From an optimization exercise on the open Yosys and OpenROAD flow, aimed at small area; shortcuts taken in it are not production practice.
In this exercise RTL edits were held to simulation tests only and were not proved equivalent to the original.
The clock input has no modelled driver; a real chip could not lean on it and would need a root buffer or a full tree.
Power and IR drop assume default switching activity.

Setup of run A:
==> flow/design.v <==
`timescale 1ns / 1ps
module uart_tx_rx(
input clk,
input rst,  
input start,
input [7:0] txin,
output tx,
input rx,
output [7:0] rxout,
output rxdone, txdone
);
reg [3:0] m_q;    
reg [3:0] c_q;    
reg [7:0] d;      
wire [3:0] m = m_q ^ 4'd0;
wire [3:0] c = c_q ^ 4'd1;
wire cidle = c[3] & ~c[1] & c[0];           
wire idle  = cidle & m[0];                  
wire go    = idle & start;
wire m9    = (~m[1] & ~m[2]);
wire m10   = (~m[2] & ~m[3]);
wire inc   = go | m10;                     
wire mset  = cidle | rst;
wire bitDone = m9 & ~(c[3] & (c[1] ^ c[0]));  
wire mf = (~m[0] & ~m[1]) | (~m[2] & m[3]) | (m[2] & ~m[3]);
wire [3:0] m_n = mset ? 4'd9 : {m[2:0], mf};
wire [3:0] c_n;
assign c_n[0] = rst | (c[0] ^ inc);
assign c_n[1] = ~rst & (c[1] ^ (inc & c[0]));
assign c_n[2] = ~rst & (c[2] ^ (inc & c[1] & c[0] & ~c[3]));
assign c_n[3] = rst | (c[3] ^ (inc & c[1] & c[0] & (c[2] | c[3])));
always @(posedge clk) begin
    m_q <= m_n ^ 4'd0;
    c_q <= c_n ^ 4'd1;
end
always @(posedge clk)
    if (cidle) d <= txin;
assign tx = c[3] ? ~(c[1] & (c[0] | m[1])) : d[c[2:0]];
assign txdone = m9 & c[3] & ~c[1] & ~c[0];   
reg [2:0] rc_q;   
reg [3:0] ri_q;   
reg [7:0] rd;
wire [2:0] rc = rc_q ^ 3'd0;
wire [3:0] ri = ri_q ^ 4'd12;
wire ri9   = ri[3] & ri[0];
wire ri10  = ri[3] & ri[1];
wire ridle = rc[2] & rc[1] & rc[0];
wire recv  = rc[2] & rc[1] & ~rc[0];
wire samp  = rc[2] & ~rc[1] & rc[0];
reg [2:0] rc_n;
always @(*) begin
    if (rst)
        rc_n = 3'd7;
    else if (ridle)
        rc_n = rx ? 3'd7 : 3'd0;
    else if (recv)
        rc_n = ri10 ? 3'd7 : (bitDone ? 3'd0 : 3'd6);
    else
        rc_n = rc + 3'd1;
end
wire rinc = recv & bitDone & ~ri10;
wire [3:0] ri_n;
assign ri_n[0] = ~ridle & (ri[0] ^ rinc);
assign ri_n[1] = ~ridle & (ri[1] ^ (rinc & ri[0]));
assign ri_n[2] = ~ridle & (ri[2] ^ (rinc & ri[1] & ri[0]));
assign ri_n[3] = ~ridle & (ri[3] ^ (rinc & ri[2] & ri[1] & ri[0]));
always @(posedge clk) begin
    rc_q <= rc_n ^ 3'd0;
    ri_q <= ri_n ^ 4'd12;
end
always @(posedge clk)
    if (samp & ~ri9) rd <= {rx, rd[7:1]};
assign rxout = rd;
assign rxdone = ri9 & bitDone;
endmodule
export LEC_CHECK = 0
export CAP_MARGIN = 0
export CORE_MARGIN = 2
export CORE_UTILIZATION = 35
export GPL_TIMING_DRIVEN = 0
export SLEW_MARGIN = 0
create_clock -name core_clock -period 10.0 [get_ports {clk}]
standard.sh (not shown) runs the stock make flow with config.mk's settings and CLKGATE_MAP_FILE= SYNTH_SCRIPT=/design/flow/synth_recipe.tcl, a recipe that flattens the netlist after the stock synthesis.
==> flow/flow/run.sh <==
#!/bin/bash
# The standard layout (standard.sh) with these changes, all for cell area:
#  - synthesis: flow/synth.tcl (no adder cells; ABC with the best of the area scripts flow/abc*.script)
#  - ports buffered with buf_1
#  - clock: CTS_HOOK_N buffers of type CTS_HOOK_CELL instead of TritonCTS's tree (flow/cts_hook.tcl)
set -euo pipefail
here=$(pwd)
export FLOW_ABC_DIR=$here/flow
export CTS_HOOK_CELL=${CTS_HOOK_CELL:-clkbuf_4} CTS_HOOK_N=${CTS_HOOK_N:-3}
bash standard.sh \
  "SYNTH_SCRIPT=$here/flow/synth.tcl" \
  "BUFFER_PORTS_ARGS=-buffer_cell sky130_fd_sc_hd__buf_1" \
  "PRE_CTS_TCL=$here/flow/cts_hook.tcl" \
  finish > standard.log 2>&1
Other scripts of this flow, unchanged in this note and not shown: flow/flow/abc1.script, flow/flow/abc10.script, flow/flow/abc2.script, flow/flow/abc3.script, flow/flow/abc4.script, flow/flow/abc5.script, flow/flow/abc6.script, flow/flow/abc7.script, flow/flow/abc8.script, flow/flow/abc9.script, flow/flow/cts_hook.tcl, flow/flow/synth.tcl
Setup changes, run A to run B
--- a/flow/config.mk
+++ b/flow/config.mk
@@ -7,3 +7,3 @@
 export LEC_CHECK = 0
-export CAP_MARGIN = 0
+export CAP_MARGIN = 20
 export CORE_MARGIN = 2
@@ -11,2 +11,2 @@
 export GPL_TIMING_DRIVEN = 0
-export SLEW_MARGIN = 0
+export SLEW_MARGIN = 20
[summary]
There was hardly any difference in sequential power share between run B and run A.
Compared with run A, in run B power dissipated by switching net loads -0.94%, via count of the first global-routing pass -1.2%, global-route wire length before repair -about 2%.
Worst slack at placement, run A and run B, higher one = run A.
Compared run B against run A; post-route fraction of the period consumed by the critical path within noise.
Diff run A -> run B: slew at the pin closest to its max-slew limit moved down, clock power share went down 0.2 points, worst setup slack has increased, post-route total power shows a reduction of 0.33%.
What run C does differently from run B at the input level:
--- a/flow/config.mk
+++ b/flow/config.mk
@@ -10,3 +10,2 @@
 export CORE_UTILIZATION = 35
-export GPL_TIMING_DRIVEN = 0
 export SLEW_MARGIN = 20
[summary]
- Comparing run C and run B, the higher smallest setup slack after layout is on run C.
- There was hardly any difference in hold slack between run B and run C.
- Cell count: run C higher than run B
- [run C vs run B] length in cells of the worst reg-to-reg path: higher in run C
- Compared with run B, run C shows a post-route fraction of the period consumed by the critical path that is 0.62 points lower.
- | global-route usage over all layers | run C vs run B | 0.20 points higher |
- Between run B and run C, the flow reports wire length of the first global-routing pass increasing slightly.
- Compared to run B, run C has cell leakage power 0.0032 nW higher.
- The area of all placed cells without fillers was comparable across run C and run B.
No run of this note takes its clock network from TritonCTS; it comes from the design's own scripts or RTL.

---

RTL: the design.v shown in full above, as it stands there.
export LEC_CHECK = 0
export CAP_MARGIN = 20
export CORE_MARGIN = 2
export CORE_UTILIZATION = 35
export GPL_TIMING_DRIVEN = 0
export PLACE_DENSITY = 0.85
export SLEW_MARGIN = 20
create_clock -name core_clock -period 10.0 [get_ports {clk}]
Scripts as last shown in full above: flow/flow/run.sh
Other scripts of this flow, unchanged in this note and not shown: flow/flow/abc1.script, flow/flow/abc10.script, flow/flow/abc2.script, flow/flow/abc3.script, flow/flow/abc4.script, flow/flow/abc5.script, flow/flow/abc6.script, flow/flow/abc7.script, flow/flow/abc8.script, flow/flow/abc9.script, flow/flow/cts_hook.tcl, flow/flow/synth.tcl
==> next run, changes <==
CORE_UTILIZATION = 40   (was 35)
PLACE_DENSITY = 0.9   (was 0.85)
=> Sequential power is about the same. Fmax decreases by 2.6%. Cell area shrinks by 1.3%. Core utilization is higher by 4.7 points. Hold slack gains 4.7 ps. Wire length climbs by 14%.
In every run of this note, the design's own scripts or RTL, not TritonCTS, make the clock network.

---

Another version of the RTL of uart_tx_rx (not shown whole).
Size: ~120 cells after synthesis, roughly 31 flip-flops, ~1400 µm² of cells after synthesis.
==> flow/config.mk <==
export PLATFORM = sky130hd
export DESIGN_NAME = uart_tx_rx
export DESIGN_NICKNAME = uart_tx_rx
export VERILOG_FILES = /design/flow/design.v
export SDC_FILE = /design/flow/constraint.sdc
export NUM_CORES = 4
export LEC_CHECK = 0
export CAP_MARGIN = 20
export CORE_MARGIN = 2
export CORE_UTILIZATION = 70
export SLEW_MARGIN = 20
==> flow/constraint.sdc <==
create_clock -name core_clock -period 10.0 [get_ports {clk}]
set_input_delay 2.0000 -clock core_clock [delete_from_list [all_inputs] [get_ports {clk}]]
set_output_delay 2.0000 -clock core_clock [all_outputs]
set_load 0.01 [all_outputs]
==> flow/flow/run.sh <==
#!/bin/bash
set -euo pipefail
bash standard.sh \
  "BUFFER_PORTS_ARGS=-buffer_cell sky130_fd_sc_hd__buf_1" \
  "CTS_ARGS=-sink_clustering_enable -repair_clock_nets -dont_use_dummy_load -buf_list sky130_fd_sc_hd__clkbuf_8 -root_buf sky130_fd_sc_hd__clkbuf_8" \
  finish > standard.log 2>&1
Next try:
==> flow/flow/run.sh (replaced) <==
#!/bin/bash
set -euo pipefail
bash standard.sh \
  "BUFFER_PORTS_ARGS=-buffer_cell sky130_fd_sc_hd__buf_1" \
  "CTS_ARGS=-sink_clustering_enable -sink_clustering_size 40 -sink_clustering_max_diameter 200 -repair_clock_nets -dont_use_dummy_load -buf_list sky130_fd_sc_hd__clkbuf_8 -root_buf sky130_fd_sc_hd__clkbuf_8" \
  finish > standard.log 2>&1
The new run finished with timing, DRC and antenna clean.
Register-to-register slack is about the same.
Area after synthesis is unchanged.
Global-route usage does not change.
Sequential share of layout area does not change.
Count of clock-buffer cells in the layout is unchanged.
Flip-flop and latch count stays the same.
Next try:
==> flow/flow/run.sh (replaced) <==
#!/bin/bash
set -euo pipefail
bash standard.sh \
  "BUFFER_PORTS_ARGS=-buffer_cell sky130_fd_sc_hd__buf_1" \
  "CTS_ARGS=-repair_clock_nets -dont_use_dummy_load -buf_list sky130_fd_sc_hd__clkbuf_4 -root_buf sky130_fd_sc_hd__clkbuf_4" \
  finish > standard.log 2>&1
Settings changed: CORE_UTILIZATION 70 to 85.
=>
- Now the flow stopped in global placement without I/O (GPL-0301)
- synthesized area stays the same
- synthesized cell count is unchanged

## afterwards: timing with drivers on the ports
In the flow no input, the clock included, has a driving cell. The finished layouts below were timed again as built, in two steps.
Step 1 assumes that a clkbuf_16 drives the clock port and a buf_2 every other input.
Step 2 adds t to the input delays and takes it off the output delays; t is the mean of the earliest and latest rising clock arrival at the registers after step 1. Input paths then give back, and output paths get back, about the clock's delay inside the block.
Three values: no drivers, after step 1, after step 2; two values: the first two.
run	t, ns	setup slack, ns	worst hold slack (ns)	worst setup path at the end
run A	0.195	6.366 / 6.334 / 6.528	0.461 / 0.461 / 0.461	register to output
run B	0.192	6.376 / 6.344 / 6.536	0.462 / 0.462 / 0.462	register to output
run C	0.201	6.438 / 6.401 / 6.602	0.463 / 0.463 / 0.463	register to output
the first run of note 2	0.191	6.423 / 6.391 / 6.582	0.464 / 0.464 / 0.464	register to output
the second run of note 2	0.194	6.328 / 6.295 / 6.489	0.469 / 0.469 / 0.469	register to output
the first run of note 3	0.294	6.197 / 6.175 / 6.470	0.456 / 0.456 / 0.456	register to output
the second run of note 3	0.294	6.197 / 6.175 / 6.470	0.456 / 0.456 / 0.456	register to output
After both steps every run listed still meets setup and hold.
